This is an optimization exercise on Yosys and OpenROAD, whose aim is small area, a short achievable clock period and few clock cycles, not a production implementation. The RTL was checked by simulation tests, not by an equivalence proof against the original design. No activity file was given, so power comes from the tool's default toggle rates.

<file path="design/flow/design.v">
module CHIP (	clk,
				rst_n,
				mem_read_D,
				mem_write_D,
				mem_addr_D,
				mem_wdata_D,
				mem_rdata_D,
				mem_ready_D,
				mem_read_I,
				mem_write_I,
				mem_addr_I,
				mem_wdata_I,
				mem_rdata_I,
				mem_ready_I,
				DCACHE_addr,
				DCACHE_wdata,
				DCACHE_wen,
				DCACHE_stall
			);
input			clk, rst_n;
output			mem_read_D;
output			mem_write_D;
output	[31:4]	mem_addr_D;
output	[127:0]	mem_wdata_D;
input	[127:0]	mem_rdata_D;
input			mem_ready_D;
output			mem_read_I;
output			mem_write_I;
output	[31:4]	mem_addr_I;
output	[127:0]	mem_wdata_I;
input	[127:0]	mem_rdata_I;
input			mem_ready_I;
output	[29:0]	DCACHE_addr;
output	[31:0]	DCACHE_wdata;
output			DCACHE_wen;
output			DCACHE_stall;
	RISCV_Pipeline i_RISCV(
		.clk         (clk),
		.rst_n       (rst_n),
		.mem_read_D  (mem_read_D),
		.mem_write_D (mem_write_D),
		.mem_addr_D  (mem_addr_D),
		.mem_wdata_D (mem_wdata_D),
		.mem_rdata_D (mem_rdata_D),
		.mem_ready_D (mem_ready_D),
		.mem_read_I  (mem_read_I),
		.mem_addr_I  (mem_addr_I),
		.mem_rdata_I (mem_rdata_I),
		.mem_ready_I (mem_ready_I),
		.DCACHE_addr (DCACHE_addr),
		.DCACHE_wdata(DCACHE_wdata),
		.DCACHE_wen  (DCACHE_wen),
		.DCACHE_stall(DCACHE_stall)
	);
	assign mem_write_I = 1'b0;
	assign mem_wdata_I = 128'd0;
endmodule
module Icache #(
    parameter SL = 2                   
) (
    input              clk,
    input              rst,
    input      [24:0]  pc_line,        
    input      [1:0]   pc_word,        
    input              no_req,         
    output             hit,            
    output     [27:0]  instr,          
    output reg         mem_read,
    output     [27:0]  mem_addr,
    input      [127:0] mem_rdata,
    input              mem_ready
);
localparam NS = 1 << SL;
localparam TW = 25 - SL;
reg [111:0]  d0 [0:NS-1];
reg [111:0]  d1 [0:NS-1];
reg [TW-1:0] t0 [0:NS-1];
reg [TW-1:0] t1 [0:NS-1];
reg [NS-1:0] v0, v1;
reg [NS-1:0] lru;                      
reg [3:0]    s0 [0:NS-1];              
reg [3:0]    s1 [0:NS-1];
function stopw(input [31:0] w);        
    reg [31:0] i;
    begin
        i = {w[7:0], w[15:8], w[23:16], w[31:24]};
        stopw = i[6] & ((~i[2] & i[31]) | (i[2] & ~i[3] & (i[11:7] == 5'd0)));
    end
endfunction
wire [3:0] mstop = {stopw(mem_rdata[127:96]), stopw(mem_rdata[95:64]),
                    stopw(mem_rdata[63:32]),  stopw(mem_rdata[31:0])};
function [27:0] pack(input [31:0] w);   
    reg [31:0] i;
    begin
        i = {w[7:0], w[15:8], w[23:16], w[31:24]};
        pack = {i[31:7], i[6], i[6] ? i[3:2] : i[5:4]};
    end
endfunction
wire [111:0] mpack = {pack(mem_rdata[127:96]), pack(mem_rdata[95:64]),
                      pack(mem_rdata[63:32]),  pack(mem_rdata[31:0])};
reg          busy;                     
reg [24:0]   rline;                    
assign mem_addr = {3'b000, rline};
wire [SL-1:0] set = pc_line[SL-1:0];
wire [TW-1:0] tag = pc_line[24:SL];
reg [NS-1:0] hs0, hs1;                 
reg [27:0]   wsel;                     
reg [3:0]    ssel;
integer q;
always @(*) begin
    wsel = 28'd0;
    ssel = 4'd0;
    for (q = 0; q < NS; q = q + 1) begin
        hs0[q] = v0[q] & (t0[q] == tag) & (set == q);
        hs1[q] = v1[q] & (t1[q] == tag) & (set == q);
        wsel = wsel | ({28{hs0[q]}} & d0[q][pc_word*28 +: 28]) | ({28{hs1[q]}} & d1[q][pc_word*28 +: 28]);
        ssel = ssel | ({4{hs0[q]}} & s0[q]) | ({4{hs1[q]}} & s1[q]);
    end
end
wire h0 = |hs0;
wire h1 = |hs1;
wire rmatch = (rline == pc_line);
wire arrive = busy & mem_ready & rmatch;
assign hit = h0 | h1 | arrive;
wire [27:0] wm = mpack[pc_word*28 +: 28];
assign instr = arrive ? wm : wsel;
wire [24:0]   nline = pc_line + 25'd1;
wire [SL-1:0] nset  = nline[SL-1:0];
wire [TW-1:0] ntag  = nline[24:SL];
wire npresent = (v0[nset] & (t0[nset] == ntag)) |
                (v1[nset] & (t1[nset] == ntag)) |
                ((busy | mem_read) & (rline == nline));
wire idle_next = busy ? mem_ready : ~mem_read;
wire inflight  = (busy | mem_read) & rmatch;
wire demand    = ~(h0 | h1) & ~inflight;
wire [3:0] lstop = arrive ? mstop : ssel;
wire [3:0] wmask = {1'b1, pc_word != 2'd3, pc_word[1] == 1'b0, pc_word == 2'd0};
wire prefetch  = hit & ~npresent & ~|(lstop & wmask);
wire issue     = idle_next & ~no_req & (demand | prefetch);
always @(posedge clk) begin
    if (rst) begin
        mem_read <= 1'b0;
        busy     <= 1'b0;
    end else begin
        mem_read <= issue;
        busy     <= mem_read | (busy & ~mem_ready);
    end
end
always @(posedge clk) begin
    if (idle_next) rline <= demand ? pc_line : nline;
end
wire          fill  = busy & mem_ready;
wire [SL-1:0] fset  = rline[SL-1:0];
wire          fway  = lru[fset];
genvar s;
generate
    for (s = 0; s < NS; s = s + 1) begin : g_set
        always @(posedge clk) begin
            if (fill && fset == s && !fway) begin
                d0[s] <= mpack;
                t0[s] <= rline[24:SL];
                s0[s] <= mstop;
            end
            if (fill && fset == s && fway) begin
                d1[s] <= mpack;
                t1[s] <= rline[24:SL];
                s1[s] <= mstop;
            end
        end
        always @(posedge clk) begin
            if (rst) begin
                v0[s]  <= 1'b0;
                v1[s]  <= 1'b0;
                lru[s] <= 1'b0;
            end else if (fill && fset == s) begin
                if (!fway) v0[s] <= 1'b1;
                else       v1[s] <= 1'b1;
                lru[s] <= ~fway;
            end else if (set == s && (h0 | h1)) begin
                lru[s] <= h0;
            end
        end
    end
endgenerate
endmodule
module Dcache (
    input              clk,
    input              rst,
    input      [31:0]  ex_base,        
    input      [31:0]  ex_off,
    input      [27:0]  ex_line,        
    input              ex_enter,       
    input              m_valid,
    input              m_load,
    input              m_store,
    input      [31:0]  m_addr,
    input      [31:0]  m_wdata,        
    output             m_stall,        
    output             m_stdone,       
    output             m_sbhold,       
    input              m_xhold,        
    output             m_ltake,        
    output             lp_fill,        
    output     [31:0]  lp_data,        
    output     [31:0]  m_rdata,        
    output reg         m_miss,         
    output reg         mem_read,
    output reg         mem_write,
    output reg [27:0]  mem_addr,
    output     [127:0] mem_wdata,
    input      [127:0] mem_rdata,
    input              mem_ready
);
function [31:0] bswap(input [31:0] v);
    bswap = {v[7:0], v[15:8], v[23:16], v[31:24]};
endfunction
reg [127:0]  d;
reg [27:0]   t;
reg          v, y;                     
reg          busy;                     
reg          rd;                       
reg          pend;                     
reg          lpv;                      
reg  [1:0]   lpw;                      
reg          sbv;                      
reg  [31:0]  sbd;
reg  [1:0]   sbw;
assign mem_wdata = d;
wire [31:0] ea = ex_base;
wire [31:0] eb = ex_off;
wire [4:0]  lo = {1'b0, ea[3:0]} + {1'b0, eb[3:0]};
wire [27:0] et  = m_miss ? m_addr[31:4] : t;
wire        ev  = m_miss | v;
wire [31:0] eg = ea & eb;
wire [31:0] ep = ea ^ eb;
wire [31:4] cin = {eg[30:4] | (ep[30:4] & ~et[26:0]), lo[4]};
wire ehit = ev & (&(ep[31:4] ^ et ^ ~cin));
wire [1:0] mword = m_addr[3:2];
wire   fill   = busy & rd & mem_ready;    
wire   fclean = fill & ~y;                 
wire   fdirty = fill & y;                  
wire   rdout  = mem_read | (busy & rd);    
wire   sbtake = m_valid & m_store & m_miss & rdout & ~fill;
assign m_ltake = m_valid & m_load & m_miss & rdout & ~fill & ~m_xhold;
wire   mwait  = m_valid & (m_load | m_store) & m_miss & ~(fill & (m_load | ~y)) & ~sbtake & ~m_ltake;
assign m_stall = mwait | m_xhold;
assign lp_fill = lpv & fill;
assign lp_data = bswap(mem_rdata[lpw*32 +: 32]);
assign m_rdata = bswap((m_miss | pend) ? mem_rdata[mword*32 +: 32] : d[mword*32 +: 32]);
wire   st_hit = m_valid & m_store & ~m_miss;
assign m_stdone = m_valid & m_store & (~m_miss | fclean | sbtake);
assign m_sbhold = sbv | lpv | (m_valid & (m_load | m_store) & m_miss);
always @(posedge clk) begin
    if (rst) begin
        m_miss <= 1'b0;
    end else if (!m_stall) begin
        m_miss <= ex_enter & ~ehit;
    end else if (fill) begin
        m_miss <= 1'b0;
    end
end
wire idle_next = busy ? mem_ready : ~(mem_read | mem_write);
wire need_mem  = m_valid & (m_load | m_store) & m_miss & ~mem_read & ~(busy & rd);
wire need_ex   = ex_enter & ~ehit & ~m_stall;
wire do_read   = idle_next & ~fdirty & (need_mem | need_ex);
always @(posedge clk) begin
    if (fdirty)       mem_addr <= t;
    else if (do_read) mem_addr <= need_mem ? m_addr[31:4] : ex_line;
end
always @(posedge clk) begin
    if (rst) begin
        mem_read  <= 1'b0;
        mem_write <= 1'b0;
        busy      <= 1'b0;
        rd        <= 1'b0;
        pend      <= 1'b0;
        sbv       <= 1'b0;
        lpv       <= 1'b0;
    end else begin
        mem_read  <= do_read;
        mem_write <= fdirty;
        pend      <= fdirty;
        busy      <= mem_read | mem_write | (busy & ~mem_ready);
        if (mem_read)       rd <= 1'b1;
        else if (mem_ready) rd <= 1'b0;
        if (sbtake)              sbv <= 1'b1;
        else if (fclean | pend)  sbv <= 1'b0;
        if (m_ltake)             lpv <= 1'b1;
        else if (fill)           lpv <= 1'b0;
    end
end
always @(posedge clk) begin
    if (sbtake) begin
        sbd <= m_wdata;
        sbw <= mword;
    end
    if (m_ltake) lpw <= mword;
end
wire        lfill = fclean | pend;         
wire        wst   = sbv | m_stdone;
wire [1:0]  ww    = sbv ? sbw : mword;
wire [31:0] wd    = bswap(sbv ? sbd : m_wdata);
genvar k;
generate
    for (k = 0; k < 4; k = k + 1) begin : g_word
        wire [31:0] wbus = (lfill & ~(wst & ww == k)) ? mem_rdata[k*32 +: 32] : wd;
        always @(posedge clk) begin
            if (lfill | (st_hit & mword == k)) d[k*32 +: 32] <= wbus;
        end
    end
endgenerate
always @(posedge clk) begin
    if (fill) t <= mem_addr;
end
always @(posedge clk) begin
    if (rst) begin
        v <= 1'b0;
        y <= 1'b0;
    end else if (fill) begin
        v <= 1'b1;
        if (!y) y <= sbv | (m_valid & m_store);
    end else if (pend) begin
        y <= sbv | st_hit;
    end else if (st_hit) begin
        y <= 1'b1;
    end
end
endmodule
module RISCV_Pipeline (
    input          clk,
    input          rst_n,
    output         mem_read_D,
    output         mem_write_D,
    output [31:4]  mem_addr_D,
    output [127:0] mem_wdata_D,
    input  [127:0] mem_rdata_D,
    input          mem_ready_D,
    output         mem_read_I,
    output [31:4]  mem_addr_I,
    input  [127:0] mem_rdata_I,
    input          mem_ready_I,
    output [29:0]  DCACHE_addr,
    output [31:0]  DCACHE_wdata,
    output         DCACHE_wen,
    output         DCACHE_stall
);
function [31:0] bswap(input [31:0] v);
    bswap = {v[7:0], v[15:8], v[23:16], v[31:24]};
endfunction
wire rst = ~rst_n;
reg  [26:0] PC;
reg         ID_valid;
reg  [27:0] ID_instr;        
reg  [26:0] ID_PC;
reg         EX_valid;
reg  [31:0] EX_a, EX_b;        
reg  [31:0] EX_sd;             
reg  [26:0] EX_alt;           
reg  [4:0]  EX_rd;
reg         EX_we, EX_load, EX_store, EX_sub, EX_sra, EX_left;
reg         EX_radd, EX_rslt, EX_rxor, EX_ror, EX_rand, EX_rsh, EX_rlink;    
reg         EX_jalr, EX_branch, EX_bne, EX_pred;
reg         MEM_valid;
reg  [31:0] MEM_res, MEM_b;
reg  [4:0]  MEM_rd;
reg         MEM_we, MEM_load, MEM_store;
reg         SP_wen;
reg  [29:0] SP_addr;
reg  [31:0] SP_data;
reg  [31:0] rf [1:31];
wire        m_stall, m_miss, m_stdone, m_sbhold, m_ltake, lp_fill;
wire [31:0] lp_data;
reg  [4:0]  lp_rd;             
wire        wconf;
wire [31:0] m_rdata;
wire        ex_redir;
wire [26:0] ex_tgt;
wire        id_redir;
wire [26:0] id_tgt;
wire        ld_stall;
wire        front_hold = m_stall | (EX_valid & (EX_load | EX_store) & m_sbhold);
wire        ic_hit;
wire [27:0] ic_instr;
Icache #(.SL(1)) I_cache (
    .clk      (clk),
    .rst      (rst),
    .pc_line  (PC[26:2]),
    .pc_word  (PC[1:0]),
    .no_req   (ex_redir | id_redir),
    .hit      (ic_hit),
    .instr    (ic_instr),
    .mem_read (mem_read_I),
    .mem_addr (mem_addr_I),
    .mem_rdata(mem_rdata_I),
    .mem_ready(mem_ready_I)
);
wire [26:0] next_PC = ex_redir ? ex_tgt :
                      id_redir ? id_tgt :
                      ic_hit   ? PC + 27'd1 : PC;
always @(posedge clk) begin
    if (rst)                        PC <= 27'd0;
    else if (!front_hold && !ld_stall) PC <= next_PC;
end
always @(posedge clk) begin
    if (rst) ID_valid <= 1'b0;
    else if (!front_hold && !ld_stall) ID_valid <= ic_hit & ~ex_redir & ~id_redir;
end
always @(posedge clk) begin
    if (!front_hold && !ld_stall) begin
        ID_instr <= ic_instr;
        ID_PC    <= PC;
    end
end
wire [31:0] ins = {ID_instr[27:3], 7'd0};
wire [2:0]  knd = ID_instr[2:0];
wire [4:0]  rs1 = ins[19:15];
wire [4:0]  rs2 = ins[24:20];
wire [4:0]  rd  = ins[11:7];
wire [2:0]  f3  = ins[14:12];
wire i_R    = ~knd[2] &  knd[1] &  knd[0];
wire i_I    = ~knd[2] & ~knd[1] &  knd[0];
wire i_L    = ~knd[2] & ~knd[1] & ~knd[0];
wire i_S    = ~knd[2] &  knd[1] & ~knd[0];
wire i_B    =  knd[2] & ~knd[0];
wire i_JAL  =  knd[2] &  knd[1] &  knd[0];
wire i_JALR =  knd[2] & ~knd[1] &  knd[0];
wire use1 = ~i_JAL;
wire use2 = i_R | i_S | i_B;
wire wr   = (i_R | i_I | i_L | i_JAL | i_JALR) & (rd != 5'd0);
wire [31:0] ex_res;
wire [31:0] mem_res = MEM_load ? m_rdata : MEM_res;
wire ex_fw1  = EX_valid  & EX_we  & (EX_rd  == rs1);
wire ex_fw2  = EX_valid  & EX_we  & (EX_rd  == rs2);
wire mem_fw1 = MEM_valid & MEM_we & (MEM_rd == rs1);
wire mem_fw2 = MEM_valid & MEM_we & (MEM_rd == rs2);
wire [31:0] rf1 = (rs1 == 5'd0) ? 32'd0 : rf[rs1];
wire [31:0] rf2 = (rs2 == 5'd0) ? 32'd0 : rf[rs2];
wire [31:0] op1 = ex_fw1 ? ex_res : mem_fw1 ? mem_res : rf1;
wire [31:0] op2 = ex_fw2 ? ex_res : mem_fw2 ? mem_res : rf2;
wire   lp_dep = (lp_rd != 5'd0) & ((use1 & (lp_rd == rs1)) | (use2 & (lp_rd == rs2)));
wire   ml_dep = MEM_valid & MEM_load & MEM_we & m_miss &
                ((use1 & (MEM_rd == rs1)) | (use2 & (MEM_rd == rs2)));
assign ld_stall = ID_valid & ~ex_redir & ((EX_valid & EX_load & EX_we &
                  ((use1 & (EX_rd == rs1)) | (use2 & (EX_rd == rs2)))) | lp_dep | ml_dep);
wire [11:0] imm12 = i_S ? {ins[31:25], ins[11:7]} : ins[31:20];
wire [26:0] immJ  = {{9{ins[31]}}, ins[19:12], ins[20], ins[30:22]};      
wire [26:0] immB  = {{17{ins[31]}}, ins[7], ins[30:25], ins[11:9]};       
assign id_tgt   = ID_PC + (i_JAL ? immJ : immB);
wire   pred     = i_B & ins[31];               
assign id_redir = ID_valid & ~ld_stall & ~ex_redir & (i_JAL | pred);
wire [26:0] id_pc1 = ID_PC + 27'd1;
wire id_adv = ID_valid & ~ld_stall & ~ex_redir;
always @(posedge clk) begin
    if (rst) EX_valid <= 1'b0;
    else if (!front_hold) EX_valid <= id_adv;
end
wire        sub_op = (i_R & (f3 == 3'b000) & ins[30]) | ((i_R | i_I) & (f3 == 3'b010));
wire [31:0] bsel   = (i_R | i_B) ? op2 : {{20{imm12[11]}}, imm12};
wire        arith  = i_R | i_I;
always @(posedge clk) begin
    if (!front_hold) begin
        EX_a      <= op1;
        EX_b      <= bsel;
        EX_sd     <= op2;
        EX_alt    <= (i_B & ~pred) ? id_tgt : id_pc1;
        EX_rd     <= rd;
        EX_we     <= wr;
        EX_load   <= i_L;
        EX_store  <= i_S;
        EX_sub    <= sub_op;
        EX_sra    <= ins[30];
        EX_left   <= ~f3[2];
        EX_radd   <= ~(i_JAL | i_JALR) & ~(arith & (f3 != 3'b000));
        EX_rslt   <= arith & (f3 == 3'b010);
        EX_rxor   <= arith & (f3 == 3'b100);
        EX_ror    <= arith & (f3 == 3'b110);
        EX_rand   <= arith & (f3 == 3'b111);
        EX_rsh    <= arith & (f3[1:0] == 2'b01);
        EX_rlink  <= i_JAL | i_JALR;
        EX_jalr   <= i_JALR;
        EX_branch <= i_B;
        EX_bne    <= f3[0];
        EX_pred   <= pred;
    end
end
function [31:0] ks_add(input [31:0] a, input [31:0] b, input cin);
    reg [31:0] g, p, gg, pp, gn, pn;
    reg [32:0] c;
    integer i, d;
    begin
        g = a & (b ^ {32{cin}});
        p = a ^ b ^ {32{cin}};
        gg = g;
        pp = p;
        gg[0] = g[0] | (p[0] & cin);
        for (d = 1; d < 32; d = d * 2) begin
            gn = gg;
            pn = pp;
            for (i = d; i < 32; i = i + 1) begin
                gn[i] = gg[i] | (pp[i] & gg[i-d]);
                pn[i] = pp[i] & pp[i-d];
            end
            gg = gn;
            pp = pn;
        end
        ks_add = p ^ {gg[30:0], cin};
    end
endfunction
wire [31:0] sum = ks_add(EX_a, EX_b, EX_sub);
wire        slt = (EX_a[31] != EX_b[31]) ? EX_a[31] : sum[31];
wire [4:0]  shamt = EX_b[4:0];
wire        left  = EX_left;
reg  [31:0] shin;
integer j;
always @(*) for (j = 0; j < 32; j = j + 1) shin[j] = left ? EX_a[31-j] : EX_a[j];
wire        fillb = EX_sra & EX_a[31] & ~left;
wire [31:0] shr = $signed({fillb, shin}) >>> shamt;
reg  [31:0] shout;
always @(*) for (j = 0; j < 32; j = j + 1) shout[j] = left ? shr[31-j] : shr[j];
assign ex_res = ({32{EX_radd}}  & sum) |
                ({32{EX_rslt}}  & {31'd0, slt}) |
                ({32{EX_rxor}}  & (EX_a ^ EX_b)) |
                ({32{EX_ror}}   & (EX_a | EX_b)) |
                ({32{EX_rand}}  & (EX_a & EX_b)) |
                ({32{EX_rsh}}   & shout) |
                ({32{EX_rlink}} & {3'b000, EX_alt, 2'b00});
wire taken = (EX_a == EX_b) ^ EX_bne;
assign ex_redir = EX_valid & (EX_jalr | (EX_branch & (taken ^ EX_pred)));
assign ex_tgt   = EX_jalr ? sum[28:2] : EX_alt;
Dcache D_cache (
    .clk      (clk),
    .rst      (rst),
    .ex_base  (EX_a),
    .ex_off   (EX_b),
    .ex_line  (sum[31:4]),
    .ex_enter (EX_valid & (EX_load | EX_store) & ~front_hold),
    .m_valid  (MEM_valid),
    .m_load   (MEM_load),
    .m_store  (MEM_store),
    .m_addr   (MEM_res),
    .m_wdata  (MEM_b),
    .m_stall  (m_stall),
    .m_stdone (m_stdone),
    .m_sbhold (m_sbhold),
    .m_xhold  (wconf),
    .m_ltake  (m_ltake),
    .lp_fill  (lp_fill),
    .lp_data  (lp_data),
    .m_rdata  (m_rdata),
    .m_miss   (m_miss),
    .mem_read (mem_read_D),
    .mem_write(mem_write_D),
    .mem_addr (mem_addr_D),
    .mem_wdata(mem_wdata_D),
    .mem_rdata(mem_rdata_D),
    .mem_ready(mem_ready_D)
);
always @(posedge clk) begin
    if (rst) MEM_valid <= 1'b0;
    else if (!m_stall) MEM_valid <= EX_valid & ~front_hold;
end
always @(posedge clk) begin
    if (rst) SP_wen <= 1'b0;
    else     SP_wen <= m_stdone;
end
always @(posedge clk) begin
    SP_addr <= MEM_res[31:2];
    SP_data <= bswap(MEM_b);
end
always @(posedge clk) begin
    if (!m_stall) begin
        MEM_res   <= ex_res;
        MEM_b     <= EX_sd;
        MEM_rd    <= EX_rd;
        MEM_we    <= EX_we;
        MEM_load  <= EX_load;
        MEM_store <= EX_store;
    end
end
assign wconf = lp_fill & MEM_valid & MEM_we;
wire [4:0]  wr_rd   = lp_fill ? lp_rd : MEM_rd;
wire        wr_en   = lp_fill | (MEM_valid & MEM_we);
wire [31:0] wr_data = lp_fill ? lp_data : mem_res;
genvar r;
generate
    for (r = 1; r < 32; r = r + 1) begin : g_rf
        always @(posedge clk) begin
            if (wr_en && wr_rd == r) rf[r] <= wr_data;
        end
    end
endgenerate
always @(posedge clk) begin
    if (rst)                     lp_rd <= 5'd0;
    else if (m_ltake)            lp_rd <= MEM_we ? MEM_rd : 5'd0;
    else if (lp_fill)            lp_rd <= 5'd0;
    else if (MEM_valid && MEM_we && MEM_rd == lp_rd)
                                 lp_rd <= 5'd0;    
end
assign DCACHE_addr  = SP_addr;
assign DCACHE_wdata = SP_data;
assign DCACHE_wen   = SP_wen;
assign DCACHE_stall = 1'b0;
endmodule
</file>
<file path="design/flow/flow/run.sh">
#!/bin/bash
# Layout flow: the standard ORFS flow (standard.sh), with the standard
# synthesis unchanged, port buffers of buf_2 cells and a larger setup margin
# for ORFS's timing repair in the later steps. Each step's full output goes
# to its own log in this folder (and ORFS's per-step logs under orfs/logs).
set -uo pipefail
bash standard.sh synth > synth.log 2>&1 || exit 1
bash standard.sh SETUP_SLACK_MARGIN=7 "BUFFER_PORTS_ARGS=-buffer_cell sky130_fd_sc_hd__buf_2" finish > layout.log 2>&1 || exit 1
</file>
<file path="design/flow/standard.sh">
#!/bin/bash
# synth_recipe.tcl (not shown) runs the flow's synth.tcl, then flattens the netlist and writes it again
# the make line also repeats each setting of config.mk as NAME=value (left out here)
make -C /OpenROAD-flow-scripts/flow DESIGN_CONFIG=/design/flow/config.mk WORK_HOME=/design/flow/orfs CLKGATE_MAP_FILE= SYNTH_SCRIPT=/design/flow/synth_recipe.tcl "${@:-finish}"
</file>
<file path="design/flow/config.mk">
export PLATFORM = sky130hd
export DESIGN_NAME = CHIP
export DESIGN_NICKNAME = CHIP
export VERILOG_FILES = /design/flow/design.v
export SDC_FILE = /design/flow/constraint.sdc
export NUM_CORES = 8
export LEC_CHECK = 0
export CAP_MARGIN = 60
export CORE_MARGIN = 2
export CORE_UTILIZATION = 50
export CTS_CLUSTER_DIAMETER = 80
export CTS_CLUSTER_SIZE = 20
export SLEW_MARGIN = 60
</file>
<file path="design/flow/constraint.sdc">
create_clock -name core_clock -period 11.0 [get_ports {clk}]
set_input_delay 2.2000 -clock core_clock [delete_from_list [all_inputs] [get_ports {clk}]]
set_output_delay 2.2000 -clock core_clock [all_outputs]
set_load 0.01 [all_outputs]
</file>
==> flow_metrics.env, run 1 <==
export IMPL_cap_violations=0
export IMPL_stdcell_area_um2=122000
export IMPL_ys_flop_type="edfxtp_1"
export IMPL_netlist_instances=8029
export IMPL_min_period_ns=4.06
export IMPL_rows=169
export IMPL_tightest_slew_ns=0.940
export IMPL_reg2regPathDepth=13
export IMPL_hold_path_depth=0
export IMPL_final_period_utilization=0.369
export IMPL_drv_slew=0
export IMPL_htreeDepth=4
export IMPL_vias=83400
export IMPL_yosys_area_top_type_share=0.585
export IMPL_ys_seq_elements=2184
export IMPL_arrival_ns=4.59
export IMPL_worstSetupStartpoint="mem_ready_D"
export IMPL_hold_violations=0
export IMPL_setup_violations=0
export IMPL_netlist_area_um2=106000
export IMPL_synthArstFlopShare=0
export IMPL_grt_overflow=0
export IMPL_start_util=0.502
export IMPL_slowest_delay_ns=0.35
export IMPL_cts_tree="yes"
export IMPL_yosys_area_share_simple=0.0790
export IMPL_io_pins=640
export IMPL_pwr_share_clk=0.367
export IMPL_hold_path_class="flop to flop"
export IMPL_post_dp_hpwl_um=293000
export IMPL_p_switching_uw=3170
export IMPL_postRouteAntennaNets=0
export IMPL_synth_xor_area_frac=0.0365
export IMPL_combPwrFrac=0.019
export IMPL_worstPathMaxFanout=25
export IMPL_synth_seq_area_share=0.607
export IMPL_die_h_um=465
export IMPL_cp_endpoint="i_RISCV.rf[5][27]"
export IMPL_holdBufCountCts=0
export IMPL_cts_clk_slew_worst_paths_ns=0.08
export IMPL_instances_no_fill=11500
export IMPL_drt_iter0_drc=15400
export IMPL_yosysTopAreaCell="edfxtp_1"
export IMPL_die_x_um=465
export IMPL_drive_gt1_frac=0.227
export IMPL_numCtsBuffers=139
export IMPL_cp_required_ns=11.53
export IMPL_worst_slack_ns=6.94
export IMPL_critPathLaunchType="primary input"
export IMPL_synth_commonest_cells="2069 x edfxtp_1, 626 x a22oi_1, 575 x nor2_1"
export IMPL_synth_top_family_by_area="compound AO/OA/AOI/OAI gates"
export IMPL_synth_mux_area_frac=0.0845
export IMPL_firstDrtPassIters=10
export IMPL_synth_edf_count=2069
export IMPL_pre_cts_slack_ns=4.91
export IMPL_placed_cell_area_um2=115000
export IMPL_viasPerCell=7.24
export IMPL_wl_per_cell_um=39.9
export IMPL_r2r_setup_slack_ns=6.95
export IMPL_synth_compound_area_frac=0.141
export IMPL_insertion_delay_ns=0.86
export IMPL_p_seq_frac=0.614
export IMPL_status="timing/DRC/antenna clean"
export IMPL_crit_slowest_cell="or3_1"
export IMPL_p_per_area_nw_per_um2=121
export IMPL_cts_num_sinks=2184
export IMPL_cts_root_buffer="clkbuf_16"
export IMPL_die_area_um2=216000
export IMPL_antenna_found_initial=75
export IMPL_fmax_ghz=0.246
export IMPL_ir_drop_mv=0.187
export IMPL_avgSynthCellArea_um2=13.2
export IMPL_drc=0
export IMPL_fin_tns_setup_ns=0
export IMPL_worst_setup_path_type="primary input to flop"
export IMPL_swShare=0.215
export IMPL_rsz0062_at_grt="yes"
export IMPL_yosysUniqueCellTypes=106
export IMPL_synth_most_common_cell="edfxtp_1"
export IMPL_grt_pass1_vias=77900
export IMPL_cp_common_cell="buf_12"
export IMPL_portBuffers=498
export IMPL_grt_use_total=0.413
export IMPL_reg2reg_from="i_RISCV.ID_instr[13]"
export IMPL_critPathCaptureType="flop"
export IMPL_cts_buffer_depth=3
export IMPL_synth_area_leaders="edfxtp_1 58%, mux4_2 5.7%, a22oi_1 4.4%, dfxtp_1 2.2%, a21oi_1 2.2%"
export IMPL_place_inst=11100
export IMPL_finalPower_uw=14800
export IMPL_relSlewSlack=0.366
export IMPL_r2r_end="i_RISCV.EX_a[20]"
export IMPL_crit_chain="buf_2 > nand3_4 > clkinv_16 > and2_4 > buf_12 > or3_1 > o21ai_2 > nand2_4 > nor2_4 > buf_6 > buf_12"
export IMPL_p_leak_uw=0.0398
export IMPL_wirelength_um=460000
export IMPL_syn_to_final_growth_pct=14.9
export IMPL_synth_fa_ha_area_frac=0.0165
export IMPL_grt_max_degree=77
export IMPL_core_um2=212000
export IMPL_nets=8958
export IMPL_grt_first_pass_wirelength_um=622000
export IMPL_gp_congestion=1.01
export IMPL_yosysWarnings=42
export IMPL_p_int_uw=11600
export IMPL_final_setup_skew_ns=0.0584
==> cells in the final DEF (no fill, tap or decap), types with 186 or more instances in the layout <==
master       n
nand2_1    397
xor2_1     186
a22oi_1    625
buf_2      510
nor2_1     473
o21ai_0    221
xnor2_1    230
a21oi_1    427
mux4_2     269
buf_4      252
edfxtp_1  2069
mux2i_1    190
==> what timing repair did <==
item / 4_1_cts / 5_1_grt
gates resized for setup: 165 / 103
buffers inserted: 59 / 41
pin swaps: 27 / 26
setup endpoints to repair: 1451 / 812
cloned: 6 / 10
==> worst max-delay path, delay by kind of cell <==
family	cells	cell delay (ns)
AND/OR/NAND/NOR	5	1.17
buffers and inverters	5	0.94
AO/OA/AOI/OAI	1	0.15
==> metrics by stage <==
step | hold slack [ns] | utilization
floorplan | 0.365 | -
global route | 0.420 | 0.576
global placement | 0.387 | 0.531
finish | 0.409 | 0.577
CTS | 0.411 | 0.570
detailed placement | 0.393 | 0.543
==> worst min path at each step <==
stage / start / end
5_1_grt: i_RISCV.EX_sd[30] / i_RISCV.MEM_b[30]
3_3_place_gp: i_RISCV.MEM_b[10] / i_RISCV.SP_data[18]
6_report: i_RISCV.MEM_b[28] / i_RISCV.SP_data[4]
2_1_floorplan: i_RISCV.MEM_b[24] / i_RISCV.SP_data[0]
3_5_place_dp: i_RISCV.MEM_b[10] / i_RISCV.SP_data[18]
4_1_cts: i_RISCV.MEM_b[28] / i_RISCV.SP_data[4]
==> power groups by stage <==
stage	sequential (uW)	clock, uW	combinational, uW
4_1_cts	9070	5430	273
3_5_place_dp	9260	0	272
3_3_place_gp	9260	0	264
6_report	9070	5420	279
2_1_floorplan	9260	0	146
5_1_grt	9080	5720	295
==> layout make-up <==
type                            instances  area [um2]
Antenna cell                           54         135
Clock buffer                          171        3660
Clock inverter                         45         483
Fill cell                           17000       89600
Inverter                              144         596
Multi-Input combinational cell       5136       41400
Sequential cell                      2184       64500
Tap cell                             2821        3530
Timing Repair Buffer                  969        7810
Timing Repair inverter                  1        11.3
==> flip-flops by register name, indices dropped and copies added, names as in the netlist, 25 cells and up <==
register                  count
i_RISCV.ID_instr             28
i_RISCV.I_cache.rline        25
i_RISCV.I_cache.t1           48
i_RISCV.D_cache.d           128
i_RISCV.D_cache.t            28
i_RISCV.D_cache.sbd          32
i_RISCV.I_cache.d0          224
i_RISCV.rf                  992
i_RISCV.EX_b                 32
i_RISCV.I_cache.d1          224
i_RISCV.MEM_res              32
i_RISCV.MEM_b                32
i_RISCV.SP_data              32
i_RISCV.ID_PC                27
i_RISCV.PC                   27
i_RISCV.SP_addr              30
i_RISCV.D_cache.mem_addr     28
i_RISCV.EX_alt               27
i_RISCV.EX_a                 32
i_RISCV.I_cache.t0           48
i_RISCV.EX_sd                32
==> logic make-up after synthesis <==
kind of cell | count (synthesis)
compound gates | 2136
xor+xnor | 442
fa+ha+maj | 123
buf+inv | 844
flops | 2184
mux | 529
other cells | 1
simple gates | 1770
==> layer usage <==
layer,up-vias,part of all wire,GRT usage
met1,41400,0.35,0.543
met5,-,0.00079,0
met4,48,0.080,0.250
li1,32600,-,-
met2,7518,0.42,0.589
met3,1851,0.15,0.143
Testbench counts, summed over its fixed seeds: cycles 378,700.
==> inputs of run 2 (changes only) <==
--- a/design/flow/design.v
+++ b/design/flow/design.v
@@ -203,6 +203,8 @@
     output             lp_fill,        
     output     [31:0]  lp_data,        
     output     [31:0]  m_rdata,        
+    output     [31:0]  m_rdline,       
+    output             m_rdmem,        
     output reg         m_miss,         
     output reg         mem_read,
     output reg         mem_write,
@@ -246,7 +248,9 @@
 assign m_stall = mwait | m_xhold;
 assign lp_fill = lpv & fill;
 assign lp_data = bswap(mem_rdata[lpw*32 +: 32]);
-assign m_rdata = bswap((m_miss | pend) ? mem_rdata[mword*32 +: 32] : d[mword*32 +: 32]);
+assign m_rdmem  = m_miss | pend;
+assign m_rdline = bswap(d[mword*32 +: 32]);
+assign m_rdata  = m_rdmem ? bswap(mem_rdata[mword*32 +: 32]) : m_rdline;
 wire   st_hit = m_valid & m_store & ~m_miss;
 assign m_stdone = m_valid & m_store & (~m_miss | fclean | sbtake);
 assign m_sbhold = sbv | lpv | (m_valid & (m_load | m_store) & m_miss);
@@ -351,6 +355,8 @@
 reg  [26:0] PC;
 reg         ID_valid;
 reg  [27:0] ID_instr;        
+reg  [3:0]  ID_s1h, ID_s2h;   
+reg  [7:0]  ID_s1l, ID_s2l;   
 reg  [26:0] ID_PC;
 reg         EX_valid;
 reg  [31:0] EX_a, EX_b;        
@@ -372,7 +378,8 @@
 wire [31:0] lp_data;
 reg  [4:0]  lp_rd;             
 wire        wconf;
-wire [31:0] m_rdata;
+wire [31:0] m_rdata, m_rdline;
+wire        m_rdmem;
 wire        ex_redir;
 wire [26:0] ex_tgt;
 wire        id_redir;
@@ -408,6 +415,10 @@
 always @(posedge clk) begin
     if (!front_hold && !ld_stall) begin
         ID_instr <= ic_instr;
+        ID_s1h   <= 4'd1 << ic_instr[15:14];
+        ID_s1l   <= 8'd1 << ic_instr[13:11];
+        ID_s2h   <= 4'd1 << ic_instr[20:19];
+        ID_s2l   <= 8'd1 << ic_instr[18:16];
         ID_PC    <= PC;
     end
 end
@@ -429,16 +440,25 @@
 wire wr   = (i_R | i_I | i_L | i_JAL | i_JALR) & (rd != 5'd0);
 wire [31:0] ex_res;
 wire [31:0] mem_res = MEM_load ? m_rdata : MEM_res;
+wire [31:0] mem_fwd = MEM_load ? m_rdline : MEM_res;
 wire ex_fw1  = EX_valid  & EX_we  & (EX_rd  == rs1);
 wire ex_fw2  = EX_valid  & EX_we  & (EX_rd  == rs2);
 wire mem_fw1 = MEM_valid & MEM_we & (MEM_rd == rs1);
 wire mem_fw2 = MEM_valid & MEM_we & (MEM_rd == rs2);
-wire [31:0] rf1 = (rs1 == 5'd0) ? 32'd0 : rf[rs1];
-wire [31:0] rf2 = (rs2 == 5'd0) ? 32'd0 : rf[rs2];
-wire [31:0] op1 = ex_fw1 ? ex_res : mem_fw1 ? mem_res : rf1;
-wire [31:0] op2 = ex_fw2 ? ex_res : mem_fw2 ? mem_res : rf2;
+reg  [31:0] rf1, rf2;
+integer q;
+always @(*) begin
+    rf1 = 32'd0;
+    rf2 = 32'd0;
+    for (q = 1; q < 32; q = q + 1) begin
+        rf1 = rf1 | ({32{ID_s1h[q/8] & ID_s1l[q%8]}} & rf[q]);
+        rf2 = rf2 | ({32{ID_s2h[q/8] & ID_s2l[q%8]}} & rf[q]);
+    end
+end
+wire [31:0] op1 = ex_fw1 ? ex_res : mem_fw1 ? mem_fwd : rf1;
+wire [31:0] op2 = ex_fw2 ? ex_res : mem_fw2 ? mem_fwd : rf2;
 wire   lp_dep = (lp_rd != 5'd0) & ((use1 & (lp_rd == rs1)) | (use2 & (lp_rd == rs2)));
-wire   ml_dep = MEM_valid & MEM_load & MEM_we & m_miss &
+wire   ml_dep = MEM_valid & MEM_load & MEM_we & m_rdmem &
                 ((use1 & (MEM_rd == rs1)) | (use2 & (MEM_rd == rs2)));
 assign ld_stall = ID_valid & ~ex_redir & ((EX_valid & EX_load & EX_we &
                   ((use1 & (EX_rd == rs1)) | (use2 & (EX_rd == rs2)))) | lp_dep | ml_dep);
@@ -547,6 +567,8 @@
     .lp_fill  (lp_fill),
     .lp_data  (lp_data),
     .m_rdata  (m_rdata),
+    .m_rdline (m_rdline),
+    .m_rdmem  (m_rdmem),
     .m_miss   (m_miss),
     .mem_read (mem_read_D),
     .mem_write(mem_write_D),
==> flow_metrics.env, run 2 <==
export IMPL_antenna_found_initial=56
export IMPL_critPathLaunchType="primary input"
export IMPL_wl_per_cell_um=41.3
export IMPL_cap_violations=0
export IMPL_place_inst=11000
export IMPL_netlist_instances=7892
export IMPL_reg2regPathDepth=11
export IMPL_drive_gt1_frac=0.235
export IMPL_reg2reg_from="i_RISCV.EX_a[1]"
export IMPL_register_area_um2=65200
export IMPL_die_h_um=466
export IMPL_synth_seq_area_share=0.609
export IMPL_yosys_area_top_type_share=0.588
export IMPL_final_cell_mix="2093 x edfxtp_1, 503 x buf_2, 494 x a221oi_1"
export IMPL_ys_seq_elements=2208
export IMPL_grt_first_pass_wirelength_um=634000
export IMPL_hold_violations=0
export IMPL_viasPerCell=7.39
export IMPL_die_area_um2=218000
export IMPL_regMostFlops="i_RISCV.rf"
export IMPL_mostFrequentLayoutCell="edfxtp_1"
export IMPL_final_setup_skew_ns=0.0489
export IMPL_nets=8843
export IMPL_min_to="i_RISCV.SP_data[9]"
export IMPL_synthArstFlopShare=0
export IMPL_multi_input_area_um2=40800
export IMPL_arrival_ns=4.54
export IMPL_avgSynthCellArea_um2=13.5
export IMPL_cts_clk_slew_worst_paths_ns=0.08
export IMPL_grt_max_degree=104
export IMPL_critPathCaptureType="flop"
export IMPL_instances_no_fill=11400
export IMPL_cts_root_buffer="clkbuf_16"
export IMPL_synth_most_common_cell="edfxtp_1"
export IMPL_holdCritStartpoint="i_RISCV.MEM_b[17]"
export IMPL_final_period_utilization=0.367
export IMPL_ys_flop_type="edfxtp_1"
export IMPL_worstPathMaxFanout=32
export IMPL_yosysTopAreaCell="edfxtp_1"
export IMPL_htreeDepth=4
export IMPL_wirelength_um=471000
export IMPL_io_pins=640
export IMPL_setup_violations=0
export IMPL_netlist_area_um2=107000
export IMPL_r2r_end="i_RISCV.EX_b[23]"
export IMPL_yosysWarnings=10
export IMPL_syn_to_final_growth_pct=16.4
export IMPL_reg_top3="i_RISCV.rf (992), i_RISCV.I_cache.d0 (224), i_RISCV.I_cache.d1 (224)"
export IMPL_grt_use_total=0.420
export IMPL_synth_edf_count=2093
export IMPL_min_period_ns=4.04
export IMPL_tightest_slew_ns=0.715
export IMPL_cts_num_sinks=2208
export IMPL_vias=84100
export IMPL_postRouteAntennaNets=0
export IMPL_hold_path_class="flop to flop"
export IMPL_r2r_setup_slack_ns=6.97
export IMPL_rsz0062_at_grt="yes"
export IMPL_status="timing/DRC/antenna clean"
export IMPL_final_util=0.586
export IMPL_synth_commonest_cells="2093 x edfxtp_1, 504 x a221oi_1, 484 x a22o_1"
export IMPL_firstDrtPassIters=10
export IMPL_relSlewSlack=0.524
export IMPL_rows=169
export IMPL_yosysUniqueCellTypes=96
export IMPL_numCtsBuffers=138
export IMPL_grt_pass1_vias=78500
export IMPL_gp_congestion=0.971
export IMPL_worst_setup_path_type="primary input to flop"
export IMPL_cts_buffer_depth=3
export IMPL_hold_path_depth=0
export IMPL_largest_register_ffs=992
export IMPL_post_dp_hpwl_um=301000
export IMPL_fillers=16500
export IMPL_cts_tree="yes"
export IMPL_fmax_ghz=0.247
export IMPL_p_leak_uw=0.0436
export IMPL_finalPower_uw=14900
export IMPL_die_x_um=466
export IMPL_insertion_delay_ns=0.88
export IMPL_fin_tns_setup_ns=0
export IMPL_synth_area_leaders="edfxtp_1 59%, mux4_2 5.8%, a221oi_1 4.1%, a22o_1 4.0%, dfxtp_1 2.2%"
export IMPL_worst_slack_ns=6.96
export IMPL_grt_overflow=0
export IMPL_pre_cts_slack_ns=5.06
export IMPL_worstSetupStartpoint="mem_ready_D"
export IMPL_start_util=0.504
export IMPL_drv_slew=0
export IMPL_ir_drop_mv=0.201
export IMPL_drt_iter0_drc=15900
export IMPL_cp_required_ns=11.49
export IMPL_core_um2=212000
export IMPL_drc=0
export IMPL_portBuffers=498
export IMPL_holdBufCountCts=0
export IMPL_p_per_area_nw_per_um2=119
run 2: cell types whose count changed in the layout (fill, tap and decap cells not counted), moves of 60 or more:
cell      change
a22oi_1     -590
and2_4       +60
a221oi_1    +339
a21oi_1     -102
nor2_1      -117
a22o_1      +332
run 2: worst max-delay path by stage:
stage,endpoint,slack [ns],cells after the start
global placement,i_RISCV.EX_valid,5.15,11
detailed placement,i_RISCV.EX_bne,5.06,11
finish,i_RISCV.rf[5][0],6.96,11
CTS,i_RISCV.EX_a[26],6.96,16
floorplan,i_RISCV.D_cache.mem_addr[0],3.65,8
global route,i_RISCV.EX_a[26],6.94,16
run 2: repair_timing:
item	CTS	global route
setup endpoints to repair	1729	440
setup buffers	61	66
gates cloned	18	7
pin swaps	30	37
resized for setup	174	102
run 2: area by class of cell:
type / instances / area share
diodes: 31 / 0.000624
clock buffers: 171 / 0.0289
clock inverters: 41 / 0.00388
inverters: 131 / 0.00450
multi-input cells: 4934 / 0.328
flip-flops and latches: 2208 / 0.524
well taps: 2821 / 0.0284
repair buffers: 1046 / 0.0812
repair inverters: 1 / 0.0000704
run 2: cell families after synthesis:
family                     Yosys count  synth area share
adders and majority gates          123            0.0164
xor gates and xnor gates           442            0.0362
other                                1         0.0000351
muxes                              510            0.0806
and+or+nand+nor                   1587            0.0723
buffers and inverters              882            0.0365
AOI/OAI and AO/OA                 2139             0.148
DFF                               2208             0.609
run 2: report_power, final:
group | internal, uW | total (uW) | switching (uW) | leakage, uW
combinational | 100 | 274 | 174 | 0.0203
clock | 2410 | 5420 | 3010 | 0.00199
sequential | 9130 | 9170 | 35.9 | 0.0214
run 2: stage by stage:
stage,hold slack (ns),cell area (um2)
after floorplan,0.365,108000
after global placement,0.385,113000
after detailed placement,0.400,117000
after CTS,0.420,123000
after global routing,0.433,124000
final,0.418,124000
run 2: critical path, stage by stage:
cell     delay [ns]
buf_2          0.11
and3_4         0.22
buf_16         0.18
and2_4         0.23
buf_8          0.20
or3_1          0.37
o21ai_4        0.12
nand2_2        0.14
buf_4          0.18
nor2_4         0.10
buf_12         0.40
run 2: layer usage:
metal / global-route usage / vias to the layer above / routed length, um
li1: - / 32400 / -
met1: 0.542 / 41500 / 163000
met2: 0.587 / 8057 / 192000
met3: 0.173 / 2025 / 76100
met4: 0.263 / 70 / 38300
met5: 0.00264 / - / 887
Testbench counts of run 2, summed over its fixed seeds: cycles 378,700.
==> inputs of run 3 (changes only) <==
==> design/flow/config.mk (replaced) <==
export PLATFORM = sky130hd
export DESIGN_NAME = CHIP
export DESIGN_NICKNAME = CHIP
export VERILOG_FILES = /design/flow/design.v
export SDC_FILE = /design/flow/constraint.sdc
export NUM_CORES = 8
export LEC_CHECK = 0
export CAP_MARGIN = 20
export CORE_MARGIN = 2
export CORE_UTILIZATION = 50
export CTS_CLUSTER_DIAMETER = 80
export CTS_CLUSTER_SIZE = 20
export SLEW_MARGIN = 20
==> flow_metrics.env, run 3 <==
export IMPL_synth_seq_area_share=0.609
export IMPL_reg2regPathDepth=10
export IMPL_io_pins=640
export IMPL_die_area_um2=218000
export IMPL_ir_drop_mv=0.172
export IMPL_vias=83400
export IMPL_worst_setup_path_type="primary input to flop"
export IMPL_synth_edf_count=2093
export IMPL_rows=169
export IMPL_reg_top3="i_RISCV.rf (992), i_RISCV.I_cache.d0 (224), i_RISCV.I_cache.d1 (224)"
export IMPL_drt_iter0_drc=15400
export IMPL_drc=0
export IMPL_yosys_area_top_type_share=0.588
export IMPL_drive_gt1_frac=0.209
export IMPL_cts_num_sinks=2208
export IMPL_grt_pass1_vias=77700
export IMPL_cts_buffer_depth=3
export IMPL_portBuffers=498
export IMPL_synthArstFlopShare=0
export IMPL_fmax_ghz=0.242
export IMPL_placed_cell_area_um2=113000
export IMPL_rsz0062_at_grt="yes"
export IMPL_hold_path_depth=0
export IMPL_cts_clk_slew_worst_paths_ns=0.08
export IMPL_status="timing/DRC/antenna clean"
export IMPL_die_h_um=466
export IMPL_ys_seq_elements=2208
export IMPL_final_setup_skew_ns=0.0480
export IMPL_grt_first_pass_wirelength_um=625000
export IMPL_cts_root_buffer="clkbuf_16"
export IMPL_viasPerCell=7.43
export IMPL_netlist_area_um2=107000
export IMPL_synth_most_common_cell="edfxtp_1"
export IMPL_die_x_um=466
export IMPL_regMostFlops="i_RISCV.rf"
export IMPL_largest_register_ffs=992
export IMPL_antenna_found_initial=69
export IMPL_grt_use_total=0.414
export IMPL_hold_ws_ns=0.429
export IMPL_min_period_ns=4.14
export IMPL_grt_max_degree=134
export IMPL_final_util=0.566
export IMPL_multi_input_area_um2=40300
export IMPL_start_util=0.504
export IMPL_nets=8670
export IMPL_fillers=17100
export IMPL_htreeDepth=4
export IMPL_yosysUniqueCellTypes=96
export IMPL_p_per_area_nw_per_um2=124
export IMPL_arrival_ns=4.60
export IMPL_stdcell_area_um2=120000
export IMPL_wl_per_cell_um=41.3
export IMPL_final_period_utilization=0.376
export IMPL_avgSynthCellArea_um2=13.5
export IMPL_r2r_setup_slack_ns=6.87
export IMPL_register_area_um2=65200
export IMPL_setup_violations=0
export IMPL_hold_path_class="flop to flop"
export IMPL_insertion_delay_ns=0.86
export IMPL_cts_tree="yes"
export IMPL_final_cell_mix="2093 x edfxtp_1, 498 x buf_2, 495 x a221oi_1"
export IMPL_gp_congestion=0.971
export IMPL_cap_violations=0
export IMPL_core_um2=212000
export IMPL_yosysWarnings=10
export IMPL_worstPathMaxFanout=32
export IMPL_relSlewSlack=0.0784
export IMPL_p_leak_uw=0.0419
export IMPL_mostFrequentLayoutCell="edfxtp_1"
export IMPL_postRouteAntennaNets=0
export IMPL_fin_tns_setup_ns=0
export IMPL_critPathCaptureType="flop"
export IMPL_ys_flop_type="edfxtp_1"
export IMPL_cp_required_ns=11.46
export IMPL_synth_commonest_cells="2093 x edfxtp_1, 504 x a221oi_1, 484 x a22o_1"
export IMPL_numCtsBuffers=136
export IMPL_post_dp_hpwl_um=275000
export IMPL_netlist_instances=7892
export IMPL_grt_overflow=0
export IMPL_yosysTopAreaCell="edfxtp_1"
export IMPL_hold_violations=0
export IMPL_wirelength_um=464000
export IMPL_critPathLaunchType="primary input"
export IMPL_firstDrtPassIters=13
export IMPL_synth_area_leaders="edfxtp_1 59%, mux4_2 5.8%, a221oi_1 4.1%, a22o_1 4.0%, dfxtp_1 2.2%"
export IMPL_syn_to_final_growth_pct=12.4
export IMPL_tightest_slew_ns=1.37
export IMPL_drv_slew=0
[run 3: cell count changes in the layout (fill, tap and decap cells not counted), sizes merged, moves of 3 or more]
cell,previous run,this run
buf,1020,853
diode,31,46
clkbuf,185,193
inv,150,142
clkinv,18,13
bufbuf,12,9
[run 3: area by class of cell]
| cell class | instances | share of cell area |
|---|---|---|
| Timing Repair Buffer | 872 | 0.0528 |
| Inverter | 131 | 0.00457 |
| Tap cell | 2821 | 0.0294 |
| Sequential cell | 2208 | 0.543 |
| Clock buffer | 183 | 0.0313 |
| Multi-Input combinational cell | 4937 | 0.336 |
| Clock inverter | 30 | 0.00266 |
| Antenna cell | 46 | 0.000958 |
| Timing Repair inverter | 1 | 0.0000729 |
[run 3: repair_timing]
item                        CTS  global route
setup endpoints to repair  2503          1016
setup buffers                82            48
hold endpoints to repair      0             0
hold buffers                  0             0
pin swaps                    33            30
resized for setup           274           114
gates cloned                 15             6
[run 3: kinds of logic after synthesis]
family / after synthesis / synth area share
multiplexers: 510 / 0.0806
AO/OA/AOI/OAI: 2139 / 0.148
adder cells (fa/ha/maj): 123 / 0.0164
buffers and inverters: 882 / 0.0365
AND/OR/NAND/NOR: 1587 / 0.0723
XOR/XNOR: 442 / 0.0362
other: 1 / 0.0000351
flip-flops: 2208 / 0.609
[run 3: final timing paths]
path                      from                end
max                mem_ready_D  i_RISCV.rf[26][6]
max reg2reg  i_RISCV.ID_s2h[2]    i_RISCV.EX_b[7]
min          i_RISCV.EX_sd[14]  i_RISCV.MEM_b[14]
min reg2reg  i_RISCV.EX_sd[14]  i_RISCV.MEM_b[14]
[run 3: worst max-delay path: stages]
cell	delay, ns
buf_2	0.12
and3_4	0.30
and2_4	0.37
nand2_1	0.15
o21ai_4	0.12
nand2_1	0.28
nor2_4	0.15
buf_4	0.80
[run 3: power breakdown]
part | internal, uW | leakage, uW | switching (uW)
logic | 97.5 | 0.0185 | 172
registers | 9130 | 0.0214 | 36.2
clock network | 2460 | 0.00199 | 2950
total | 11700 | 0.0419 | 3160
[run 3: through the flow]
stage	instances	total power, uW	setup WS [ns]
final	11200	14900	6.86
after global routing	11200	15200	6.91
after CTS	11100	14800	6.99
after detailed placement	10800	9620	5.08
after global placement	10800	9620	5.15
after floorplan	8024	9500	3.65
[run 3: per-layer routing]
metal / global-route usage / vias up / routed length [um]
li1: - / 32100 / -
met1: 0.533 / 41500 / 163000
met2: 0.579 / 7874 / 190000
met3: 0.172 / 1891 / 73700
met4: 0.254 / 62 / 36500
met5: 0.00220 / - / 493
==> inputs of run 4 (changes only) <==
--- a/design/flow/design.v
+++ b/design/flow/design.v
@@ -197,6 +197,7 @@
     input      [31:0]  m_wdata,        
     output             m_stall,        
     output             m_stdone,       
+    output             m_stwait,       
     output             m_sbhold,       
     input              m_xhold,        
     output             m_ltake,        
@@ -225,7 +226,6 @@
 reg          lpv;                      
 reg  [1:0]   lpw;                      
 reg          sbv;                      
-reg  [31:0]  sbd;
 reg  [1:0]   sbw;
 assign mem_wdata = d;
 wire [31:0] ea = ex_base;
@@ -242,9 +242,9 @@
 wire   fclean = fill & ~y;                 
 wire   fdirty = fill & y;                  
 wire   rdout  = mem_read | (busy & rd);    
-wire   sbtake = m_valid & m_store & m_miss & rdout & ~fill;
+wire   sbtake = m_valid & m_store & m_miss & rdout;
 assign m_ltake = m_valid & m_load & m_miss & rdout & ~fill & ~m_xhold;
-wire   mwait  = m_valid & (m_load | m_store) & m_miss & ~(fill & (m_load | ~y)) & ~sbtake & ~m_ltake;
+wire   mwait  = m_valid & (m_load | m_store) & m_miss & ~(fill & m_load) & ~sbtake & ~m_ltake;
 assign m_stall = mwait | m_xhold;
 assign lp_fill = lpv & fill;
 assign lp_data = bswap(mem_rdata[lpw*32 +: 32]);
@@ -252,7 +252,8 @@
 assign m_rdline = bswap(d[mword*32 +: 32]);
 assign m_rdata  = m_rdmem ? bswap(mem_rdata[mword*32 +: 32]) : m_rdline;
 wire   st_hit = m_valid & m_store & ~m_miss;
-assign m_stdone = m_valid & m_store & (~m_miss | fclean | sbtake);
+assign m_stdone = m_valid & m_store & (~m_miss | sbtake);
+assign m_stwait = m_miss & ~rdout;
 assign m_sbhold = sbv | lpv | (m_valid & (m_load | m_store) & m_miss);
 always @(posedge clk) begin
     if (rst) begin
@@ -294,16 +295,13 @@
     end
 end
 always @(posedge clk) begin
-    if (sbtake) begin
-        sbd <= m_wdata;
-        sbw <= mword;
-    end
+    if (sbtake) sbw <= mword;
     if (m_ltake) lpw <= mword;
 end
 wire        lfill = fclean | pend;         
 wire        wst   = sbv | m_stdone;
 wire [1:0]  ww    = sbv ? sbw : mword;
-wire [31:0] wd    = bswap(sbv ? sbd : m_wdata);
+wire [31:0] wd    = bswap(m_wdata);         
 genvar k;
 generate
     for (k = 0; k < 4; k = k + 1) begin : g_word
@@ -355,8 +353,6 @@
 reg  [26:0] PC;
 reg         ID_valid;
 reg  [27:0] ID_instr;        
-reg  [3:0]  ID_s1h, ID_s2h;   
-reg  [7:0]  ID_s1l, ID_s2l;   
 reg  [26:0] ID_PC;
 reg         EX_valid;
 reg  [31:0] EX_a, EX_b;        
@@ -370,11 +366,8 @@
 reg  [31:0] MEM_res, MEM_b;
 reg  [4:0]  MEM_rd;
 reg         MEM_we, MEM_load, MEM_store;
-reg         SP_wen;
-reg  [29:0] SP_addr;
-reg  [31:0] SP_data;
 reg  [31:0] rf [1:31];
-wire        m_stall, m_miss, m_stdone, m_sbhold, m_ltake, lp_fill;
+wire        m_stall, m_miss, m_stdone, m_stwait, m_sbhold, m_ltake, lp_fill;
 wire [31:0] lp_data;
 reg  [4:0]  lp_rd;             
 wire        wconf;
@@ -415,10 +408,6 @@
 always @(posedge clk) begin
     if (!front_hold && !ld_stall) begin
         ID_instr <= ic_instr;
-        ID_s1h   <= 4'd1 << ic_instr[15:14];
-        ID_s1l   <= 8'd1 << ic_instr[13:11];
-        ID_s2h   <= 4'd1 << ic_instr[20:19];
-        ID_s2l   <= 8'd1 << ic_instr[18:16];
         ID_PC    <= PC;
     end
 end
@@ -445,16 +434,8 @@
 wire ex_fw2  = EX_valid  & EX_we  & (EX_rd  == rs2);
 wire mem_fw1 = MEM_valid & MEM_we & (MEM_rd == rs1);
 wire mem_fw2 = MEM_valid & MEM_we & (MEM_rd == rs2);
-reg  [31:0] rf1, rf2;
-integer q;
-always @(*) begin
-    rf1 = 32'd0;
-    rf2 = 32'd0;
-    for (q = 1; q < 32; q = q + 1) begin
-        rf1 = rf1 | ({32{ID_s1h[q/8] & ID_s1l[q%8]}} & rf[q]);
-        rf2 = rf2 | ({32{ID_s2h[q/8] & ID_s2l[q%8]}} & rf[q]);
-    end
-end
+wire [31:0] rf1 = (rs1 == 5'd0) ? 32'd0 : rf[rs1];
+wire [31:0] rf2 = (rs2 == 5'd0) ? 32'd0 : rf[rs2];
 wire [31:0] op1 = ex_fw1 ? ex_res : mem_fw1 ? mem_fwd : rf1;
 wire [31:0] op2 = ex_fw2 ? ex_res : mem_fw2 ? mem_fwd : rf2;
 wire   lp_dep = (lp_rd != 5'd0) & ((use1 & (lp_rd == rs1)) | (use2 & (lp_rd == rs2)));
@@ -561,6 +542,7 @@
     .m_wdata  (MEM_b),
     .m_stall  (m_stall),
     .m_stdone (m_stdone),
+    .m_stwait (m_stwait),
     .m_sbhold (m_sbhold),
     .m_xhold  (wconf),
     .m_ltake  (m_ltake),
@@ -582,23 +564,17 @@
     else if (!m_stall) MEM_valid <= EX_valid & ~front_hold;
 end
 always @(posedge clk) begin
-    if (rst) SP_wen <= 1'b0;
-    else     SP_wen <= m_stdone;
-end
-always @(posedge clk) begin
-    SP_addr <= MEM_res[31:2];
-    SP_data <= bswap(MEM_b);
-end
-always @(posedge clk) begin
     if (!m_stall) begin
         MEM_res   <= ex_res;
-        MEM_b     <= EX_sd;
         MEM_rd    <= EX_rd;
         MEM_we    <= EX_we;
         MEM_load  <= EX_load;
         MEM_store <= EX_store;
     end
 end
+always @(posedge clk) begin
+    if (EX_valid && EX_store && !front_hold) MEM_b <= EX_sd;
+end
 assign wconf = lp_fill & MEM_valid & MEM_we;
 wire [4:0]  wr_rd   = lp_fill ? lp_rd : MEM_rd;
 wire        wr_en   = lp_fill | (MEM_valid & MEM_we);
@@ -618,8 +594,8 @@
     else if (MEM_valid && MEM_we && MEM_rd == lp_rd)
                                  lp_rd <= 5'd0;    
 end
-assign DCACHE_addr  = SP_addr;
-assign DCACHE_wdata = SP_data;
-assign DCACHE_wen   = SP_wen;
-assign DCACHE_stall = 1'b0;
+assign DCACHE_addr  = MEM_res[31:2];
+assign DCACHE_wdata = bswap(MEM_b);
+assign DCACHE_wen   = MEM_valid & MEM_store;
+assign DCACHE_stall = m_stwait;
 endmodule
==> design/flow/config.mk (replaced) <==
export PLATFORM = sky130hd
export DESIGN_NAME = CHIP
export DESIGN_NICKNAME = CHIP
export VERILOG_FILES = /design/flow/design.v
export SDC_FILE = /design/flow/constraint.sdc
export NUM_CORES = 8
export LEC_CHECK = 0
export CAP_MARGIN = 60
export CORE_MARGIN = 2
export CORE_UTILIZATION = 50
export CTS_CLUSTER_DIAMETER = 80
export CTS_CLUSTER_SIZE = 20
export SLEW_MARGIN = 60
==> flow_metrics.env, run 4 <==
export IMPL_combPwrFrac=0.019
export IMPL_cts_buffer_depth=3
export IMPL_grt_first_pass_wirelength_um=640000
export IMPL_rows=168
export IMPL_final_setup_skew_ns=0.0588
export IMPL_yosysUniqueCellTypes=105
export IMPL_io_pins=640
export IMPL_drive_gt1_frac=0.254
export IMPL_netlist_instances=7954
export IMPL_crit_chain="buf_4 > or3b_2 > nor2_4 > buf_6 > a22oi_1 > nand4_1 > nor2_1 > a21oi_1 > a211oi_1 > a21oi_1 > mux2_2"
export IMPL_synth_fa_ha_area_frac=0.0167
export IMPL_yosysTopAreaCell="edfxtp_1"
export IMPL_die_h_um=462
export IMPL_holdBufCountCts=0
export IMPL_min_to="i_RISCV.MEM_b[21]"
export IMPL_crit_slowest_cell="or3b_2"
export IMPL_arrival_ns=4.80
export IMPL_p_switching_uw=3070
export IMPL_cp_num_buf_inv=2
export IMPL_synth_seq_area_share=0.593
export IMPL_firstDrtPassIters=10
export IMPL_crit_cells=11
export IMPL_path_delay_family="simple AND/OR/NAND/NOR gates"
export IMPL_insertion_delay_ns=0.87
export IMPL_reg_top3="i_RISCV.rf (992), i_RISCV.I_cache.d0 (224), i_RISCV.I_cache.d1 (224)"
export IMPL_drv_slew=0
export IMPL_synthArstFlopShare=0
export IMPL_ys_flop_type="edfxtp_1"
export IMPL_post_dp_hpwl_um=302000
export IMPL_postRouteAntennaNets=0
export IMPL_r2r_setup_slack_ns=6.91
export IMPL_yosysWarnings=42
export IMPL_grt_pass1_vias=77900
export IMPL_avgSynthCellArea_um2=13.2
export IMPL_numCtsBuffers=136
export IMPL_cts_num_sinks=2089
export IMPL_syn_to_final_growth_pct=15.2
export IMPL_largest_register_ffs=992
export IMPL_rsz0062_at_grt="yes"
export IMPL_pwr_share_clk=0.375
export IMPL_gp_congestion=1.02
export IMPL_start_util=0.502
export IMPL_hold_path_depth=0
export IMPL_synth_commonest_cells="2037 x edfxtp_1, 833 x a22oi_1, 527 x nand2_1"
export IMPL_synth_top_family_by_area="compound AO/OA/AOI/OAI gates"
export IMPL_p_per_area_nw_per_um2=119
export IMPL_synth_mux_area_frac=0.0966
export IMPL_final_cell_mix="2037 x edfxtp_1, 832 x a22oi_1, 516 x nand2_1"
export IMPL_grt_overflow=0
export IMPL_cp_required_ns=11.71
export IMPL_portBuffers=499
export IMPL_yosys_area_share_simple=0.0793
export IMPL_ir_drop_mv=0.185
export IMPL_synth_edf_count=2037
export IMPL_wirelength_um=478000
export IMPL_finalPower_uw=14400
export IMPL_tightest_slew_ns=0.742
export IMPL_cts_root_buffer="clkbuf_16"
export IMPL_wl_per_cell_um=41.8
export IMPL_min_period_ns=4.09
export IMPL_synth_xor_area_frac=0.0383
export IMPL_core_um2=209000
export IMPL_cts_clk_slew_worst_paths_ns=0.09
export IMPL_mostFrequentLayoutCell="edfxtp_1"
export IMPL_r2r_end="i_RISCV.EX_b[7]"
export IMPL_synth_compound_area_frac=0.138
export IMPL_p_leak_uw=0.0429
export IMPL_yosys_area_top_type_share=0.583
export IMPL_relSlewSlack=0.505
export IMPL_status="timing/DRC/antenna clean"
export IMPL_vias=83400
export IMPL_synth_area_leaders="edfxtp_1 58%, mux4_2 6.2%, a22oi_1 6.0%, mux2_2 2.1%, xnor2_1 1.9%"
export IMPL_swShare=0.213
export IMPL_netlist_area_um2=105000
export IMPL_cp_common_cell="a21oi_1"
export IMPL_reg2regPathDepth=11
export IMPL_grt_max_degree=70
export IMPL_drc=0
export IMPL_nets=8912
export IMPL_holdCritStartpoint="i_RISCV.EX_sd[21]"
export IMPL_viasPerCell=7.29
export IMPL_reg2reg_from="i_RISCV.ID_instr[18]"
export IMPL_final_period_utilization=0.372
export IMPL_p_int_uw=11300
export IMPL_fin_tns_setup_ns=0
export IMPL_htreeDepth=4
export IMPL_antenna_found_initial=65
export IMPL_worstPathMaxFanout=27
export IMPL_cap_violations=0
export IMPL_die_x_um=462
export IMPL_hold_path_class="flop to flop"
export IMPL_die_area_um2=214000
export IMPL_cts_tree="yes"
export IMPL_ys_seq_elements=2089
export IMPL_critPathCaptureType="flop"
export IMPL_setup_violations=0
export IMPL_p_seq_frac=0.606
export IMPL_grt_use_total=0.437
export IMPL_synth_most_common_cell="edfxtp_1"
export IMPL_worst_setup_path_type="flop to flop"
export IMPL_drt_iter0_drc=16100
export IMPL_fmax_ghz=0.244
export IMPL_regMostFlops="i_RISCV.rf"
export IMPL_critPathLaunchType="flop"
export IMPL_slowest_delay_ns=0.61
export IMPL_hold_violations=0
## run 4: cell types whose count changed in the layout (fill, tap and decap cells not counted), moves of 59 or more
cell and delta:
a22o_1 -434, nor2_4 +66, a221oi_1 -440, buf_6 +59
a22oi_1 +797, dfxtp_1 -73, mux2_2 +151, nand2_1 +95
nor2_1 -89
## run 4: how the worst max path moves through the flow
stage | to | slack, ns | start
after floorplan | i_RISCV.D_cache.mem_addr[0] | 3.44 | mem_ready_D
after global placement | i_RISCV.PC[14] | 5.06 | mem_ready_D
after detailed placement | i_RISCV.PC[10] | 5.21 | mem_ready_D
after CTS | i_RISCV.rf[24][10] | 6.99 | mem_ready_D
after global routing | i_RISCV.rf[3][24] | 6.98 | mem_ready_D
final | i_RISCV.EX_b[7] | 6.91 | i_RISCV.ID_instr[18]
## run 4: worst reg2reg max path, stage by stage, from the launching register on
cell and delay, ns:
edfxtp_1 0.53, buf_4 0.25, or3b_2 0.61, nor2_4 0.37, buf_6 0.51, a22oi_1 0.27, nand4_1 0.16, nor2_1 0.07
a21oi_1 0.46, a211oi_1 0.12, a21oi_1 0.38, mux2_2 0.24
## run 4: final cells by class
class / count / area, um2
clock inverters: 44 / 638
flip-flops and latches: 2089 / 62300
clock buffers: 157 / 3580
diodes: 46 / 115
repair buffers: 1028 / 8290
inverters: 156 / 599
fillers: 17000 / 88200
multi-input cells: 5118 / 41900
well taps: 2805 / 3510
## run 4: cells by family after synthesis
kind of cell,count (synthesis)
AO/OA/AOI/OAI,2095
flip-flops,2089
AND/OR/NAND/NOR,1719
buffers and inverters,879
multiplexers,624
XOR/XNOR,424
adder cells (fa/ha/maj),123
other,1
## run 4: routing by layer
layer	global-route usage	vias up	routed length (um)
met5	0.00181	-	380
met4	0.304	46	42800
met3	0.164	1896	73600
met2	0.607	7788	195000
met1	0.565	41400	167000
li1	-	32300	-
## run 4: repair_timing
item                       CTS  global route
setup endpoints to repair  579           636
pin swaps                   20            25
gates resized for setup    142            87
cloned                      13             4
buffers inserted            73            55
## run 4: power by group through the flow
stage                     logic (uW)  clock network, uW  registers, uW
after floorplan                  148                  0           8890
after global placement           263                  0           8890
after detailed placement         269                  0           8900
after CTS                        270               5400           8710
after global routing             295               5650           8720
final                            277               5390           8710
## run 4: per-stage QoR
step / instances / util / setup WS, ns / area [um2] / hold WS (ns)
2_1_floorplan: 8085 / - / 3.44 / 106000 / 0.400
3_3_place_gp: 10900 / 0.532 / 5.06 / 111000 / 0.405
3_5_place_dp: 11000 / 0.543 / 5.21 / 114000 / 0.405
4_1_cts: 11300 / 0.571 / 6.99 / 119000 / 0.393
5_1_grt: 11400 / 0.578 / 6.98 / 121000 / 0.409
6_report: 11400 / 0.578 / 6.91 / 121000 / 0.402
Testbench counts of run 4, summed over its fixed seeds: cycles 378,604.

## separate check: timing with driven ports
The flow's constraints put no driver on any port. The routed layouts listed below were extracted and timed again, unchanged, in two steps. Step 1: set_driving_cell puts a clkbuf_16 on clk and a buf_2 on each other input, an assumption about the parent block. Step 2 also shifts input and output timing later by t, the mid clock arrival at the registers, as if the neighbouring blocks saw the same clock. a / b / c = ideal ports / drivers / drivers and shift; a / b = the first two.
| run | t (ns) | setup WS [ns] | worst hold slack (ns) | worst register clock-pin slew, ns | worst slew at a driven data input, ns |
|---|---|---|---|---|---|
| run 1 | 0.926 | 6.940 / 6.911 / 6.080 | 0.409 / 0.409 / 0.409 | 0.09 / 0.09 | 0.25 |
| run 2 | 0.961 | 6.959 / 6.957 / 6.034 | 0.418 / 0.418 / 0.418 | 0.09 / 0.09 | 0.27 |
| run 3 | 0.929 | 6.862 / 6.873 / 5.946 | 0.429 / 0.429 / 0.429 | 0.10 / 0.10 | 0.26 |
| run 4 | 0.930 | 6.907 / 6.883 / 6.105 | 0.402 / 0.402 / 0.402 | 0.10 / 0.10 | 0.35 |
After both steps every run listed still meets setup and hold. The setup slack of run 2, which loses most, moves by -0.002 ns with the drivers and by -0.925 ns with both steps.
